Background: an optimization exercise with open tools, aiming at small area, a short achievable clock period and few clock cycles. Do not read the settings as production practice.
The RTL was checked by simulation tests, not by an equivalence proof against the original design.
Power and IR drop assume default switching activity.

File: flow/run.sh
#!/bin/bash
# synth_recipe.tcl (not shown) runs the flow's synth.tcl, then flattens the netlist and writes it again
# the make line also repeats each setting of config.mk as NAME=value (left out here)
make -C /OpenROAD-flow-scripts/flow DESIGN_CONFIG=/design/flow/config.mk WORK_HOME=/design/flow/orfs CLKGATE_MAP_FILE= SYNTH_SCRIPT=/design/flow/synth_recipe.tcl finish
File: flow/constraint.sdc
create_clock -name core_clock -period 10.0 [get_ports {clk}]
set_input_delay 2.0000 -clock core_clock [delete_from_list [all_inputs] [get_ports {clk}]]
set_output_delay 2.0000 -clock core_clock [all_outputs]
set_load 0.01 [all_outputs]
File: flow/config.mk
export PLATFORM = sky130hd
export DESIGN_NAME = pawd_crack
export DESIGN_NICKNAME = pawd_crack
export VERILOG_FILES = /design/flow/design.v
export SDC_FILE = /design/flow/constraint.sdc
export NUM_CORES = 4
export LEC_CHECK = 0
export CAP_MARGIN = 20
export CORE_MARGIN = 2
export CORE_UTILIZATION = 40
export PLACE_DENSITY = 0.6
export SLEW_MARGIN = 20
File: flow/design.v
`timescale 1ns / 1ps
module pawd_crack(
    input clk,
    input reset_n,
    input [0:127]password_hash,
    input [4:0]blocknum,
    input btn_pressed,
    output reg find,
    output reg [7:0] out0,
    output reg [7:0] out1,
    output reg [7:0] out2,
    output reg [7:0] out3,
    output reg [7:0] out4,
    output reg [7:0] out5,
    output reg [7:0] out6,
    output reg [7:0] out7
    );
    localparam [3:0] INIT = 0,Pre = 1, For1 = 2, For2part1 = 3, Store = 4, Cmp = 5, Show = 6,Wait = 7,Sprintf = 8,For2part2 = 9, For2part3 = 10,For2part4 = 11,Sprintf2 = 12,Initialidx = 13;
    reg [3:0] P,P_next;
    reg pre_done,for1_done,store_done;
    wire for2_done;
    reg [6:0] for2_counter;
    reg sprintf_done;
    reg [7:0] msg[0:119];
    reg [7:0] hash[0:15];
    reg [3:0] idx[0:8];
    reg [3:0] idx2[0:8];
    reg [3:0] idx3[0:8];
    reg [3:0] idx4[0:8];
    reg [31:0] h0,h1,h2,h3;
    reg [31:0] w[0:15];
    reg [31:0] a,b,c,d,f,g,rotatepart1,rotatepart2,temp;
    function [31:0] r;
        input [6:0] i;
        begin
            case (i[5:0])
                6'd0: r = 32'd7;
                6'd1: r = 32'd12;
                6'd2: r = 32'd17;
                6'd3: r = 32'd22;
                6'd4: r = 32'd7;
                6'd5: r = 32'd12;
                6'd6: r = 32'd17;
                6'd7: r = 32'd22;
                6'd8: r = 32'd7;
                6'd9: r = 32'd12;
                6'd10: r = 32'd17;
                6'd11: r = 32'd22;
                6'd12: r = 32'd7;
                6'd13: r = 32'd12;
                6'd14: r = 32'd17;
                6'd15: r = 32'd22;
                6'd16: r = 32'd5;
                6'd17: r = 32'd9;
                6'd18: r = 32'd14;
                6'd19: r = 32'd20;
                6'd20: r = 32'd5;
                6'd21: r = 32'd9;
                6'd22: r = 32'd14;
                6'd23: r = 32'd20;
                6'd24: r = 32'd5;
                6'd25: r = 32'd9;
                6'd26: r = 32'd14;
                6'd27: r = 32'd20;
                6'd28: r = 32'd5;
                6'd29: r = 32'd9;
                6'd30: r = 32'd14;
                6'd31: r = 32'd20;
                6'd32: r = 32'd4;
                6'd33: r = 32'd11;
                6'd34: r = 32'd16;
                6'd35: r = 32'd23;
                6'd36: r = 32'd4;
                6'd37: r = 32'd11;
                6'd38: r = 32'd16;
                6'd39: r = 32'd23;
                6'd40: r = 32'd4;
                6'd41: r = 32'd11;
                6'd42: r = 32'd16;
                6'd43: r = 32'd23;
                6'd44: r = 32'd4;
                6'd45: r = 32'd11;
                6'd46: r = 32'd16;
                6'd47: r = 32'd23;
                6'd48: r = 32'd6;
                6'd49: r = 32'd10;
                6'd50: r = 32'd15;
                6'd51: r = 32'd21;
                6'd52: r = 32'd6;
                6'd53: r = 32'd10;
                6'd54: r = 32'd15;
                6'd55: r = 32'd21;
                6'd56: r = 32'd6;
                6'd57: r = 32'd10;
                6'd58: r = 32'd15;
                6'd59: r = 32'd21;
                6'd60: r = 32'd6;
                6'd61: r = 32'd10;
                6'd62: r = 32'd15;
                6'd63: r = 32'd21;
                default: r = 32'd0;
            endcase
        end
    endfunction
    function [31:0] k;
        input [6:0] i;
        begin
            case (i[5:0])
                6'd0: k = 32'hd76aa478;
                6'd1: k = 32'he8c7b756;
                6'd2: k = 32'h242070db;
                6'd3: k = 32'hc1bdceee;
                6'd4: k = 32'hf57c0faf;
                6'd5: k = 32'h4787c62a;
                6'd6: k = 32'ha8304613;
                6'd7: k = 32'hfd469501;
                6'd8: k = 32'h698098d8;
                6'd9: k = 32'h8b44f7af;
                6'd10: k = 32'hffff5bb1;
                6'd11: k = 32'h895cd7be;
                6'd12: k = 32'h6b901122;
                6'd13: k = 32'hfd987193;
                6'd14: k = 32'ha679438e;
                6'd15: k = 32'h49b40821;
                6'd16: k = 32'hf61e2562;
                6'd17: k = 32'hc040b340;
                6'd18: k = 32'h265e5a51;
                6'd19: k = 32'he9b6c7aa;
                6'd20: k = 32'hd62f105d;
                6'd21: k = 32'h02441453;
                6'd22: k = 32'hd8a1e681;
                6'd23: k = 32'he7d3fbc8;
                6'd24: k = 32'h21e1cde6;
                6'd25: k = 32'hc33707d6;
                6'd26: k = 32'hf4d50d87;
                6'd27: k = 32'h455a14ed;
                6'd28: k = 32'ha9e3e905;
                6'd29: k = 32'hfcefa3f8;
                6'd30: k = 32'h676f02d9;
                6'd31: k = 32'h8d2a4c8a;
                6'd32: k = 32'hfffa3942;
                6'd33: k = 32'h8771f681;
                6'd34: k = 32'h6d9d6122;
                6'd35: k = 32'hfde5380c;
                6'd36: k = 32'ha4beea44;
                6'd37: k = 32'h4bdecfa9;
                6'd38: k = 32'hf6bb4b60;
                6'd39: k = 32'hbebfbc70;
                6'd40: k = 32'h289b7ec6;
                6'd41: k = 32'heaa127fa;
                6'd42: k = 32'hd4ef3085;
                6'd43: k = 32'h04881d05;
                6'd44: k = 32'hd9d4d039;
                6'd45: k = 32'he6db99e5;
                6'd46: k = 32'h1fa27cf8;
                6'd47: k = 32'hc4ac5665;
                6'd48: k = 32'hf4292244;
                6'd49: k = 32'h432aff97;
                6'd50: k = 32'hab9423a7;
                6'd51: k = 32'hfc93a039;
                6'd52: k = 32'h655b59c3;
                6'd53: k = 32'h8f0ccc92;
                6'd54: k = 32'hffeff47d;
                6'd55: k = 32'h85845dd1;
                6'd56: k = 32'h6fa87e4f;
                6'd57: k = 32'hfe2ce6e0;
                6'd58: k = 32'ha3014314;
                6'd59: k = 32'h4e0811a1;
                6'd60: k = 32'hf7537e82;
                6'd61: k = 32'hbd3af235;
                6'd62: k = 32'h2ad7d2bb;
                6'd63: k = 32'heb86d391;
                default: k = 32'h0;
            endcase
        end
    endfunction
    always @(posedge clk) begin
      if (~reset_n) P <= Wait;
      else P <= P_next;
    end
    always @(*) begin
        case(P)
            INIT:
                P_next = Wait;
            Wait:
                if(btn_pressed)  P_next = Initialidx;
                else P_next = Wait;
            Initialidx:
                P_next = Sprintf;
            Sprintf:
                if(sprintf_done) P_next = Sprintf2;
                else P_next = Sprintf;
            Sprintf2:
                P_next = Pre;
            Pre:
                if(pre_done) P_next = For1;
                else P_next = Pre;
            For1:
                if(for1_done) P_next = For2part1;
                else P_next = For1;
            For2part1:
                P_next = For2part2;
            For2part2:
                P_next = For2part3;
            For2part3:
                P_next = For2part4;
            For2part4:
                if (for2_done) P_next = Store;
                else P_next = For2part1;
            Store:
                if(store_done) P_next = Cmp;
                else P_next = Store;
            Cmp:
                if(find) P_next = Show;
                else P_next = Sprintf;
            Show:
                P_next = Show;
            default:
                P_next = Wait;
        endcase
    end
    always @(posedge clk)begin
        if(P == Initialidx) begin
            if(blocknum == 0) begin
                {idx[0],idx[1],idx[2],idx[3],idx[4],idx[5],idx[6],idx[7],idx[8]} <=
                {4'd0,4'd0,4'd0,4'd0,4'd0,4'd0,4'd0,4'd0,4'd0};
            end
            else if(blocknum == 1) begin
                {idx[0],idx[1],idx[2],idx[3],idx[4],idx[5],idx[6],idx[7],idx[8]} <=
                {4'd0,4'd0,4'd5,4'd0,4'd0,4'd0,4'd0,4'd0,4'd0};
            end
            else if(blocknum == 2) begin
                {idx[0],idx[1],idx[2],idx[3],idx[4],idx[5],idx[6],idx[7],idx[8]} <=
                {4'd0,4'd1,4'd0,4'd0,4'd0,4'd0,4'd0,4'd0,4'd0};
            end
            else if(blocknum == 3) begin
                {idx[0],idx[1],idx[2],idx[3],idx[4],idx[5],idx[6],idx[7],idx[8]} <=
                {4'd0,4'd1,4'd5,4'd0,4'd0,4'd0,4'd0,4'd0,4'd0};
            end
            else if(blocknum == 4) begin
                {idx[0],idx[1],idx[2],idx[3],idx[4],idx[5],idx[6],idx[7],idx[8]} <=
                 {4'd0,4'd2,4'd0,4'd0,4'd0,4'd0,4'd0,4'd0,4'd0};
            end
            else if(blocknum == 5) begin
                {idx[0],idx[1],idx[2],idx[3],idx[4],idx[5],idx[6],idx[7],idx[8]} <=
                {4'd0,4'd2,4'd5,4'd0,4'd0,4'd0,4'd0,4'd0,4'd0};
            end
            else if(blocknum == 6) begin
                {idx[0],idx[1],idx[2],idx[3],idx[4],idx[5],idx[6],idx[7],idx[8]} <=
                {4'd0,4'd3,4'd0,4'd0,4'd0,4'd0,4'd0,4'd0,4'd0};
            end
            else if(blocknum == 7) begin
                {idx[0],idx[1],idx[2],idx[3],idx[4],idx[5],idx[6],idx[7],idx[8]} <=
                {4'd0,4'd3,4'd5,4'd0,4'd0,4'd0,4'd0,4'd0,4'd0};
            end
            else if(blocknum == 8) begin
                {idx[0],idx[1],idx[2],idx[3],idx[4],idx[5],idx[6],idx[7],idx[8]} <=
                {4'd0,4'd4,4'd0,4'd0,4'd0,4'd0,4'd0,4'd0,4'd0};
            end
            else if(blocknum == 9) begin
                {idx[0],idx[1],idx[2],idx[3],idx[4],idx[5],idx[6],idx[7],idx[8]} <=
                {4'd0,4'd4,4'd5,4'd0,4'd0,4'd0,4'd0,4'd0,4'd0};
            end
            else if(blocknum == 10) begin
                {idx[0],idx[1],idx[2],idx[3],idx[4],idx[5],idx[6],idx[7],idx[8]} <=
                {4'd0,4'd5,4'd0,4'd0,4'd0,4'd0,4'd0,4'd0,4'd0};
            end
            else if(blocknum == 11) begin
                {idx[0],idx[1],idx[2],idx[3],idx[4],idx[5],idx[6],idx[7],idx[8]} <=
                {4'd0,4'd5,4'd5,4'd0,4'd0,4'd0,4'd0,4'd0,4'd0};
            end
            else if(blocknum == 12) begin
                {idx[0],idx[1],idx[2],idx[3],idx[4],idx[5],idx[6],idx[7],idx[8]} <=
                {4'd0,4'd6,4'd0,4'd0,4'd0,4'd0,4'd0,4'd0,4'd0};
            end
            else if(blocknum == 13) begin
                {idx[0],idx[1],idx[2],idx[3],idx[4],idx[5],idx[6],idx[7],idx[8]} <=
                {4'd0,4'd6,4'd5,4'd0,4'd0,4'd0,4'd0,4'd0,4'd0};
            end
            else if(blocknum == 14) begin
                {idx[0],idx[1],idx[2],idx[3],idx[4],idx[5],idx[6],idx[7],idx[8]} <=
                {4'd0,4'd7,4'd0,4'd0,4'd0,4'd0,4'd0,4'd0,4'd0};
            end
            else if(blocknum == 15) begin
                {idx[0],idx[1],idx[2],idx[3],idx[4],idx[5],idx[6],idx[7],idx[8]} <=
                 {4'd0,4'd7,4'd5,4'd0,4'd0,4'd0,4'd0,4'd0,4'd0};
            end
            else if(blocknum == 16) begin
                {idx[0],idx[1],idx[2],idx[3],idx[4],idx[5],idx[6],idx[7],idx[8]} <=
                {4'd0,4'd8,4'd0,4'd0,4'd0,4'd0,4'd0,4'd0,4'd0};
            end
            else if(blocknum == 17) begin
                {idx[0],idx[1],idx[2],idx[3],idx[4],idx[5],idx[6],idx[7],idx[8]} <=
                {4'd0,4'd8,4'd5,4'd0,4'd0,4'd0,4'd0,4'd0,4'd0};
            end
            else if(blocknum == 18) begin
                {idx[0],idx[1],idx[2],idx[3],idx[4],idx[5],idx[6],idx[7],idx[8]} <=
                {4'd0,4'd9,4'd0,4'd0,4'd0,4'd0,4'd0,4'd0,4'd0};
            end
            else if(blocknum == 19) begin
                {idx[0],idx[1],idx[2],idx[3],idx[4],idx[5],idx[6],idx[7],idx[8]} <=
                {4'd0,4'd9,4'd5,4'd0,4'd0,4'd0,4'd0,4'd0,4'd0};
            end
            else  begin
                {idx[0],idx[1],idx[2],idx[3],idx[4],idx[5],idx[6],idx[7],idx[8]} <=
                {4'd0,4'd0,4'd0,4'd0,4'd0,4'd0,4'd0,4'd0,4'd0};
            end
        end
        else if(P == Sprintf2 && idx[8] < 9) 
        begin
            idx[8] <= idx[8] + 1;
        end
        else if(P == Sprintf2 && idx[8] == 9 && idx[7] < 9) begin
            idx[7] <= idx[7] + 1;
            idx[8] <= 0;
        end
        else if(P == Sprintf2 && idx[8] == 9 && idx[7] == 9 && idx[6] < 9)begin
            idx[6] <= idx[6] + 1;
            idx[7] <= 0;
            idx[8] <= 0;
        end
        else if(P == Sprintf2 && idx[8] == 9 && idx[7] == 9 && idx[6] == 9 && idx[5] < 9)begin
            idx[5] <= idx[5] + 1;
            idx[6] <= 0;
            idx[7] <= 0;
            idx[8] <= 0;
        end
        else if(P == Sprintf2 && idx[8] == 9 && idx[7] == 9 && idx[6] == 9 && idx[5] == 9 && idx[4] < 9)begin
            idx[4] <= idx[4] + 1;
            idx[5] <= 0;
            idx[6] <= 0;
            idx[7] <= 0;
            idx[8] <= 0;
        end
        else if(P == Sprintf2 && idx[8] == 9 && idx[7] == 9 && idx[6] == 9 && idx[5] == 9 && idx[4] == 9 && idx[3] < 9)begin
           idx[3] <= idx[3] + 1;
           idx[4] <= 0;
           idx[5] <= 0;
           idx[6] <= 0;
           idx[7] <= 0;
           idx[8] <= 0;
        end
        else if(P == Sprintf2 && idx[8] == 9 && idx[7] == 9 && idx[6] == 9 && idx[5] == 9 && idx[4] == 9 && idx[3] == 9 && idx[2] < 9)begin
          idx[2] <= idx[2] + 1;
          idx[3] <= 0;
          idx[4] <= 0;
          idx[5] <= 0;
          idx[6] <= 0;
          idx[7] <= 0;
          idx[8] <= 0;
        end
        else if(P == Sprintf2 && idx[8] == 9 && idx[7] == 9 && idx[6] == 9 && idx[5] == 9 && idx[4] == 9 && idx[3] == 9 && idx[2] == 9 && idx[1] < 9)begin
            idx[1] <= idx[1] + 1;
            idx[2] <= 0;
            idx[3] <= 0;
            idx[4] <= 0;
            idx[5] <= 0;
            idx[6] <= 0;
            idx[7] <= 0;
            idx[8] <= 0;
        end
        else if(P == Sprintf2 && idx[8] == 9 && idx[7] == 9 && idx[6] == 9 && idx[5] == 9 && idx[4] == 9 && idx[3] == 9 && idx[2] == 9 && idx[1] == 9)begin
            idx[0] <= 0;
            idx[1] <= 0;
            idx[2] <= 0;
            idx[3] <= 0;
            idx[4] <= 0;
            idx[5] <= 0;
            idx[6] <= 0;
            idx[7] <= 0;
            idx[8] <= 0;
        end
        else idx[0] <= idx[0];
    end
    always @(posedge clk)begin
        if(~reset_n) sprintf_done <= 0;
        else if(P == Store) sprintf_done <= 0;
        else if(P == Sprintf) begin
            out0 <= "0" +idx[1];
            out1 <= "0" +idx[2];
            out2 <= "0" +idx[3];
            out3 <= "0" +idx[4];
            out4 <= "0" +idx[5];
            out5 <= "0" +idx[6];
            out6 <= "0" +idx[7];
            out7 <= "0" +idx[8];
            sprintf_done <= 1;
        end
        else out0 <= out0;
    end
    always @(posedge clk)begin
        if(P == Pre)begin
            h0 <= 32'h67452301;
            h1 <= 32'hefcdab89;
            h2 <= 32'h98badcfe;
            h3 <= 32'h10325476;
        end
        else if(P == For2part4 && for2_counter > 63)begin
            h0 <= h0 + a;
            h1 <= h1 + b;
            h2 <= h2 + c;
            h3 <= h3 + d;
        end
        else begin
            h0 <= h0;
            h1 <= h1;
            h2 <= h2;
            h3 <= h3;
        end
    end
    always @(posedge clk)begin
        if(~reset_n) pre_done <= 0;
        else if(P == Sprintf) pre_done <= 0;
        else if(P == Pre) begin
            { msg[9  ],
            msg[10 ],msg[11 ],msg[12 ],msg[13 ],msg[14 ],msg[15 ],msg[16 ],msg[17 ],msg[18 ],msg[19 ],
            msg[20 ],msg[21 ],msg[22 ],msg[23 ],msg[24 ],msg[25 ],msg[26 ],msg[27 ],msg[28 ],msg[29 ],
            msg[30 ],msg[31 ],msg[32 ],msg[33 ],msg[34 ],msg[35 ],msg[36 ],msg[37 ],msg[38 ],msg[39 ],
            msg[40 ],msg[41 ],msg[42 ],msg[43 ],msg[44 ],msg[45 ],msg[46 ],msg[47 ],msg[48 ],msg[49 ],
            msg[50 ],msg[51 ],msg[52 ],msg[53 ],msg[54 ],msg[55 ] ,msg[57 ],msg[58 ],msg[59 ],
            msg[60 ],msg[61 ],msg[62 ],msg[63 ],msg[64 ],msg[65 ],msg[66 ],msg[67 ],msg[68 ],msg[69 ],
            msg[70 ],msg[71 ],msg[72 ],msg[73 ],msg[74 ],msg[75 ],msg[76 ],msg[77 ],msg[78 ],msg[79 ],
            msg[80 ],msg[81 ],msg[82 ],msg[83 ],msg[84 ],msg[85 ],msg[86 ],msg[87 ],msg[88 ],msg[89 ],
            msg[90 ],msg[91 ],msg[92 ],msg[93 ],msg[94 ],msg[95 ],msg[96 ],msg[97 ],msg[98 ],msg[99 ],
            msg[100],msg[101],msg[102],msg[103],msg[104],msg[105],msg[106],msg[107],msg[108],msg[109],
            msg[110],msg[111],msg[112],msg[113],msg[114],msg[115],msg[116],msg[117],msg[118],msg[119]} <=
            { 8'd0,
            8'd0,8'd0,8'd0,8'd0,8'd0,8'd0,8'd0,8'd0,8'd0,8'd0,
            8'd0,8'd0,8'd0,8'd0,8'd0,8'd0,8'd0,8'd0,8'd0,8'd0,
            8'd0,8'd0,8'd0,8'd0,8'd0,8'd0,8'd0,8'd0,8'd0,8'd0,
            8'd0,8'd0,8'd0,8'd0,8'd0,8'd0,8'd0,8'd0,8'd0,8'd0,
            8'd0,8'd0,8'd0,8'd0,8'd0,8'd0,8'd0,8'd0,8'd0,8'd0,
            8'd0,8'd0,8'd0,8'd0,8'd0,8'd0,8'd0,8'd0,8'd0,8'd0,
            8'd0,8'd0,8'd0,8'd0,8'd0,8'd0,8'd0,8'd0,8'd0,8'd0,
            8'd0,8'd0,8'd0,8'd0,8'd0,8'd0,8'd0,8'd0,8'd0,8'd0,
            8'd0,8'd0,8'd0,8'd0,8'd0,8'd0,8'd0,8'd0,8'd0,8'd0,
            8'd0,8'd0,8'd0,8'd0,8'd0,8'd0,8'd0,8'd0,8'd0,8'd0,
            8'd0,8'd0,8'd0,8'd0,8'd0,8'd0,8'd0,8'd0,8'd0 };
            msg[0] <= out0;
            msg[1] <= out1;
            msg[2] <= out2;
            msg[3] <= out3;
            msg[4] <= out4;
            msg[5] <= out5;
            msg[6] <= out6;
            msg[7] <= out7; 
            msg[8] <= 8'd128;
            msg[56] <= 8'd64;
            pre_done <= 1;
        end
        else msg[0] <= msg[0];
    end
    always @(posedge clk) begin
        if(~reset_n) for1_done <= 0;
        else if(P == Cmp) for1_done <= 0;
        else if(P == For1) begin
            w[0 ] <= {msg[3 ],msg[2 ],msg[1 ],msg[0 ]};
            w[1 ] <= {msg[7 ],msg[6 ],msg[5 ],msg[4 ]};
            w[2 ] <= {msg[11],msg[10],msg[9 ],msg[8 ]};
            w[3 ] <= {msg[15],msg[14],msg[13],msg[12]};
            w[4 ] <= {msg[19],msg[18],msg[17],msg[16]};
            w[5 ] <= {msg[23],msg[22],msg[21],msg[20]};
            w[6 ] <= {msg[27],msg[26],msg[25],msg[24]};
            w[7 ] <= {msg[31],msg[30],msg[29],msg[28]};
            w[8 ] <= {msg[35],msg[34],msg[33],msg[32]};
            w[9 ] <= {msg[39],msg[38],msg[37],msg[36]};
            w[10] <= {msg[43],msg[42],msg[41],msg[40]};
            w[11] <= {msg[47],msg[46],msg[45],msg[44]};
            w[12] <= {msg[51],msg[50],msg[49],msg[48]};
            w[13] <= {msg[55],msg[54],msg[53],msg[52]};
            w[14] <= {msg[59],msg[58],msg[57],msg[56]};
            w[15] <= {msg[63],msg[62],msg[61],msg[60]};
            for1_done <= 1;
        end
    end
    always @(posedge clk)begin
        if(~reset_n) for2_counter <= 0;
        else if(P == For2part4 && for2_counter < 127 && P_next == For2part1) for2_counter <= for2_counter + 1;
        else if(P == Cmp) for2_counter <= 0;
        else for2_counter <= for2_counter; 
    end
    always @(posedge clk)begin
        if(P == For2part1 && for2_counter < 16) begin
            f <= (b & c) | ( (~b) & d);
            g <= for2_counter;
        end
        else if(P == For2part1 && for2_counter < 32) begin
            f <= (d & b) | ((~d) & c);
            g <= (5*for2_counter+1)%16;
        end
        else if(P == For2part1 && for2_counter < 48) begin
            f <= b ^ c ^ d;
            g <= (3*for2_counter+5)%16;
        end
        else if(P == For2part1 && for2_counter < 64) begin
            f <= c ^ (b | (~d));
            g <= (7*for2_counter)%16;
        end
        else if(P == Store)begin
            f <= 0;g <= 0;
        end
        else begin
            f <= f;
        end
    end
    always @(posedge clk)begin
        if(P == For1) begin
            c <= h2;
            d <= h3;
        end
        else if(P == For2part2 && for2_counter < 16) begin
            d <= c;
            c <= b;
            rotatepart1 <= a + f + k(for2_counter) + w[g];
            temp <= d;
        end
        else if(P == For2part2 && for2_counter < 32) begin
            d <= c;
            c <= b;
            rotatepart1 <= a + f + k(for2_counter) + w[g];
            temp <= d;
        end
        else if(P == For2part2 && for2_counter < 48) begin
            d <= c;
            c <= b;
            rotatepart1 <= a + f + k(for2_counter) + w[g];
            temp <= d;
        end
        else if(P == For2part2 && for2_counter < 64) begin
            d <= c;
            c <= b;
            rotatepart1 <= a + f + k(for2_counter) + w[g];
            temp <= d;
        end
        else if(P == Store)begin
           rotatepart1 <= 0;
        end
        else rotatepart1 <= rotatepart1;
    end
    always @ (posedge clk) begin
        if(P == For2part3 && for2_counter < 16) begin
            rotatepart2 <= (((rotatepart1) << (r(for2_counter))) | ((rotatepart1) >> (32 - (r(for2_counter)))));
        end
        else if(P == For2part3 && for2_counter < 32) begin  
            rotatepart2 <= (((rotatepart1) << (r(for2_counter))) | ((rotatepart1) >> (32 - (r(for2_counter)))));
        end
        else if(P == For2part3 && for2_counter < 48) begin
            rotatepart2 <= (((rotatepart1) << (r(for2_counter))) | ((rotatepart1) >> (32 - (r(for2_counter)))));
        end
        else if(P == For2part3 && for2_counter < 64) begin
            rotatepart2 <= (((rotatepart1) << (r(for2_counter))) | ((rotatepart1) >> (32 - (r(for2_counter)))));
        end
        else if(P == Store)begin
           rotatepart2 <= 0;
        end
        else rotatepart2 <= rotatepart2;
    end
    always @(posedge clk) begin
        if(P == For1) begin
            a <= h0;
            b <= h1;
        end
        else if(P == For2part4 && for2_counter < 16) begin
            b <= b + rotatepart2;
            a <= temp;
        end
        else if(P == For2part4 && for2_counter < 32) begin
            b <= b + rotatepart2;
            a <= temp;
        end
        else if(P == For2part4 && for2_counter < 48) begin
            b <= b + rotatepart2;
            a <= temp;
        end
        else if(P == For2part4 && for2_counter < 65) begin
            b <= b + rotatepart2;
            a <= temp;
        end
        else a <= a;
    end
    assign for2_done = (for2_counter > 63);
    always @(posedge clk) begin
        if(~reset_n) store_done <= 0;
        else if(P == Sprintf) store_done <= 0;
        else if(P == Store) begin
            hash[0 ] <= h0[7:0];
            hash[1 ] <= h0[15:8];
            hash[2 ] <= h0[23:16];
            hash[3 ] <= h0[31:24];
            hash[4 ] <= h1[7:0];
            hash[5 ] <= h1[15:8];
            hash[6 ] <= h1[23:16];
            hash[7 ] <= h1[31:24];
            hash[8 ] <= h2[7:0];
            hash[9 ] <= h2[15:8];
            hash[10] <= h2[23:16];
            hash[11] <= h2[31:24];
            hash[12] <= h3[7:0];
            hash[13] <= h3[15:8];
            hash[14] <= h3[23:16];
            hash[15] <= h3[31:24];
            store_done <= 1;
        end
        else hash[0 ] <= hash[0 ];
    end
    always @(posedge clk)begin
        if(~reset_n) find <= 0;
        else if(P == Store && store_done &&
        hash[0 ] == password_hash[0:7] && hash[1] == password_hash[8:15] && hash[2] == password_hash[16:23] && hash[3] == password_hash[24:31]&& 
        hash[4 ] == password_hash[32:39] && hash[5] == password_hash[40:47] && hash[6] == password_hash[48:55] && hash[7] == password_hash[56:63]&&
        hash[8 ] == password_hash[64:71] && hash[9] == password_hash[72:79] && hash[10] == password_hash[80:87] && hash[11] == password_hash[88:95]&&
        hash[12] == password_hash[96:103] && hash[13] == password_hash[104:111] && hash[14] == password_hash[112:119] && hash[15] == password_hash[120:127])
        find <= 1;
        else find <= find;
    end
endmodule               
==> summary.txt <==
Layout
  – Post-Layout Inst Area: 51500 µm²
  – Layout Utilization: 45.6%
  – Fill count: 10800
  – Area grow syn2layout: 12.7%
  – Proportion of layout cells with a drive suffix above 1: 6.34%
  – Cell Count, Final, Fillers Out: 6646
  – Nets: 5520

Placement
  – DP HPWL: 117000 µm
  – Post-placement cell area: 48800 µm²
  – # placed instances: 6494
  – Pre-CTS setup slack: 3.92 ns
  – Port bufs: 168
  – Gpl congestion: 0.959

Logic synthesis
  – Register bit total from synthesis: 697
  – Sequential share of the synthesized area: 41.3%
  – Syn Area/Cell: 9.14 µm²
  – Yosys warnings: 5
  – Mapped Area: 45700 µm²
  – Gate count after technology mapping: 4997
  – Async S/R FF share, synth: 0%
  – Primary FF master, synth: edfxtp_1
  – EDFF count, synth: 492
  – Cell variety after synth: 110

Global routing
  – GRT Util Overall: 26.2%
  – Congestion Overflow GR: 0
  – Initial antenna violation count: 1
  – First-pass GRT wire length: 233000 µm
  – Vias in the first global route: 36200
  – Largest net degree at the start of global routing: 129

Critical path
  – Reg2reg end: rotatepart1[31]$_DFFE_PP_
  – R2R Setup Slk: 3.88 ns
  – Worst Path Max Fanout: 15
  – Worst r2r src: g[3]$_DFFE_PP_
  – Start point of the critical path: g[3]$_DFFE_PP_
  – Critical path class: reg2reg
  – Crit end category: flop
  – Startpoint Class: flop
  – Cells on worst reg2reg path: 16
  – Critical Path RT: 10.50 ns
  – Crit path to: rotatepart1[31]$_DFFE_PP_
  – WP data arrival: 6.62 ns

Timing
  – Worst hold margin: 0.418 ns
  – Final TNS setup: 0 ns
  – Period minus WS final: 6.12 ns
  – Fin crit share: 61.2%
  – Slew @ Worst Pin: 1.14 ns
  – Slew Limit Fails: 0
  – Rel. slew slack: 23.4%
  – RSZ-0062 raised after global routing: false
  – FMAX: 0.163 GHz
  – Final setup margin: 3.88 ns
  – Clock skew: 0.0300 ns
  – Final Setup Violations: 0
  – Final Hold Viols: 0

Power
  – Total chip power: 11.5 mW
  – P per Cell Area: 223 nW/µm²
  – Worst vdd ir: 0.126 mV
  – Leakage power: 20.1 nW

Clock tree
  – Root Buffer Master: clkbuf_16
  – # hold bufs at CTS: 0
  – Post-CTS setup buffers: 0
  – Clock Pin Slew Worst Setup and Hold Paths: 0.07 ns
  – H-tree depth reported by CTS: 3
  – CTS Buf Count: 82
  – Longest Clk Path Bufs: 3
  – Latest clock arrival within the worst-skew pair: 0.66 ns
  – Clock Sink Count: 697
  – CTS tree: done
  – CTS resizes: 0

Detailed routing
  – Vias: 38900
  – First-pass detailed-route iteration total: 6
  – Drt total wl: 158000 µm
  – Wire per inst: 23.7 µm
  – Vias per cell: 5.85
  – Drt drc: 0
  – Iteration-0 DRC Markers: 4255
  – Routed Antenna Nets: 0

Floorplan
  – Core area: 113000 µm²
  – Die footprint: 117000 µm²
  – Die X: 342 µm
  – Initial Util: 40.5%
  – I/O pins: 201
  – Die Ht: 342 µm
  – Std-Cell Rows: 123

Run
  – MaxCap Viol Count: 0

Worst hold path
  – Hold Crit Class: reg2reg

Outcome
  – Status: timing/DRC/antenna clean
==> flip-flops by register name, summed over array words and instances (netlist names), 7 cells and up, named ones only <==
name and cells:
hash 128, a 32, b 32, c 32, d 32, f 32, h0 32, h1 32
h2 32, h3 32, idx 32, msg 32, rotatepart1 32, rotatepart2 32, temp 32, w 32
for2_counter 7
==> cell families after synthesis <==
family | count (synthesis) | synth area share [%]
other | 2 | 0.0164
AND/OR/NAND/NOR | 1600 | 15.6
multiplexers | 123 | 2.98
flip-flops | 697 | 41.3
adder cells (fa/ha/maj) | 306 | 8.96
XOR/XNOR | 354 | 6.82
AO/OA/AOI/OAI | 1474 | 20.2
buffers and inverters | 441 | 4.07
==> Yosys cell counts, types with 25 or more instances <==
cell	count	share of area (%)
ha_1	271	7.4
a31oi_1	46	0.63
xor2_1	145	2.8
a311oi_1	38	0.73
clkbuf_1	173	1.4
a22oi_1	26	0.43
fa_1	35	1.5
a21o_1	104	1.7
nor2_1	395	3.2
or2_2	38	0.52
or3_1	26	0.36
dfxtp_1	205	9.0
nand2b_1	57	0.78
nor3_1	85	0.93
buf_2	27	0.30
edfxtp_1	492	32
a211oi_1	81	1.3
buf_4	37	0.61
o211ai_1	78	1.3
inv_1	167	1.4
o21a_1	42	0.69
o21ai_0	395	4.3
a21oi_1	435	4.8
nor4_1	28	0.38
nand2_1	721	5.9
nand4_1	41	0.56
xnor2_1	208	4.0
nor2b_1	29	0.40
buf_1	25	0.21
nand3_1	84	0.92
o21bai_1	37	0.61
mux2i_1	92	2.0
==> critical path, stage by stage (launching register included) <==
cell and delay (ns):
edfxtp_1 0.40, nor3_1 0.83, clkinv_1 0.88, nor2_1 0.32
fa_1 0.44, ha_1 0.22, fa_1 0.48, a211oi_1 0.23
nor2_1 0.11, o41a_1 0.38, a211oi_2 0.29, a2111oi_0 0.21
or3_1 0.44, a31o_1 0.22, a21oi_1 0.17, xnor3_1 0.23
nor2_1 0.09
==> cell usage in the layout, fill, tap and decap left out, drive strengths merged, types with 29 or more instances in the layout <==
master / instances
xor2: 145
or2: 41
o211ai: 79
nand3: 85
ha: 271
edfxtp: 492
nand2b: 57
a311oi: 38
a21oi: 437
conb: 32
nor3: 86
nand4: 42
a211oi: 82
dfxtp: 205
clkbuf: 102
clkdlybuf4s50: 168
a31oi: 48
buf: 65
o21a: 43
nor2b: 29
nor2: 397
nor4: 29
clkinv: 32
o21bai: 37
fa: 35
xnor2: 208
nand2: 723
o21ai: 403
inv: 177
mux2i: 92
a21o: 104
==> how the worst min path moves through the flow <==
| stage | depth (start not counted) | start | endpoint |
|---|---|---|---|
| final | 0 | msg[7][2]$_DFFE_PP_ | w[1][26]$_DFFE_PP_ |
| after global routing | 0 | msg[6][0]$_DFFE_PP_ | w[1][16]$_DFFE_PP_ |
| after CTS | 0 | msg[2][3]$_DFFE_PP_ | w[0][19]$_DFFE_PP_ |
| after detailed placement | 0 | msg[3][0]$_DFFE_PP_ | w[0][24]$_DFFE_PP_ |
| after global placement | 0 | msg[3][2]$_DFFE_PP_ | w[0][26]$_DFFE_PP_ |
| after floorplan | 0 | msg[0][0]$_DFFE_PP_ | w[0][0]$_DFFE_PP_ |
==> power breakdown <==
group | switching [mW] | internal [mW] | total, mW
clock | 1.28 | 1.80 | 3.09
sequential | 0.482 | 3.52 | 4.01
combinational | 2.64 | 1.77 | 4.41
==> final cells by class <==
cell class | instances | area [µm²] | share of cell area (%)
Tap cell | 1500 | 1880 | 3.65
Antenna cell | 1 | 2.50 | 0.00486
Clock inverter | 49 | 482 | 0.936
Inverter | 175 | 657 | 1.28
Timing Repair Buffer | 233 | 2180 | 4.24
Multi-Input combinational cell | 3889 | 25200 | 48.9
Clock buffer | 102 | 2240 | 4.36
Sequential cell | 697 | 18900 | 36.7
==> metal layers <==
| layer | up-vias | GRT usage, % | wire length [µm] |
|---|---|---|---|
| met2 | 1615 | 40.8 | 70000 |
| li1 | 18300 | - | - |
| met5 | - | 0 | 13 |
| met1 | 18700 | 36.8 | 69400 |
| met4 | 2 | 9.79 | 6090 |
| met3 | 274 | 4.08 | 12000 |
Testbench counts, summed over its fixed seeds: cycles 900,848.

what the ideal ports hide:
The flow's constraints put no driver on any port. The routed layout listed below was extracted and timed again, unchanged, in two steps. Step 1: set_driving_cell puts a clkbuf_16 on clk and a buf_2 on each other input, an assumption about the parent block. Step 2, shift: input delay + t, output delay - t, t = (earliest + latest rising clock arrival at the registers) / 2. This alone moves slack from input paths to output paths. Three values: ideal ports, drivers, drivers and shift; two values: the first two.
t, ns: 0.723
setup slack, ns: 3.879 / 3.879 / 3.879
clock arrival spread, ns: 0.031 / 0.032
After both steps this run still meets setup and hold. The setup slack of this run moves by 0.000 ns with the drivers and by 0.000 ns with both steps.
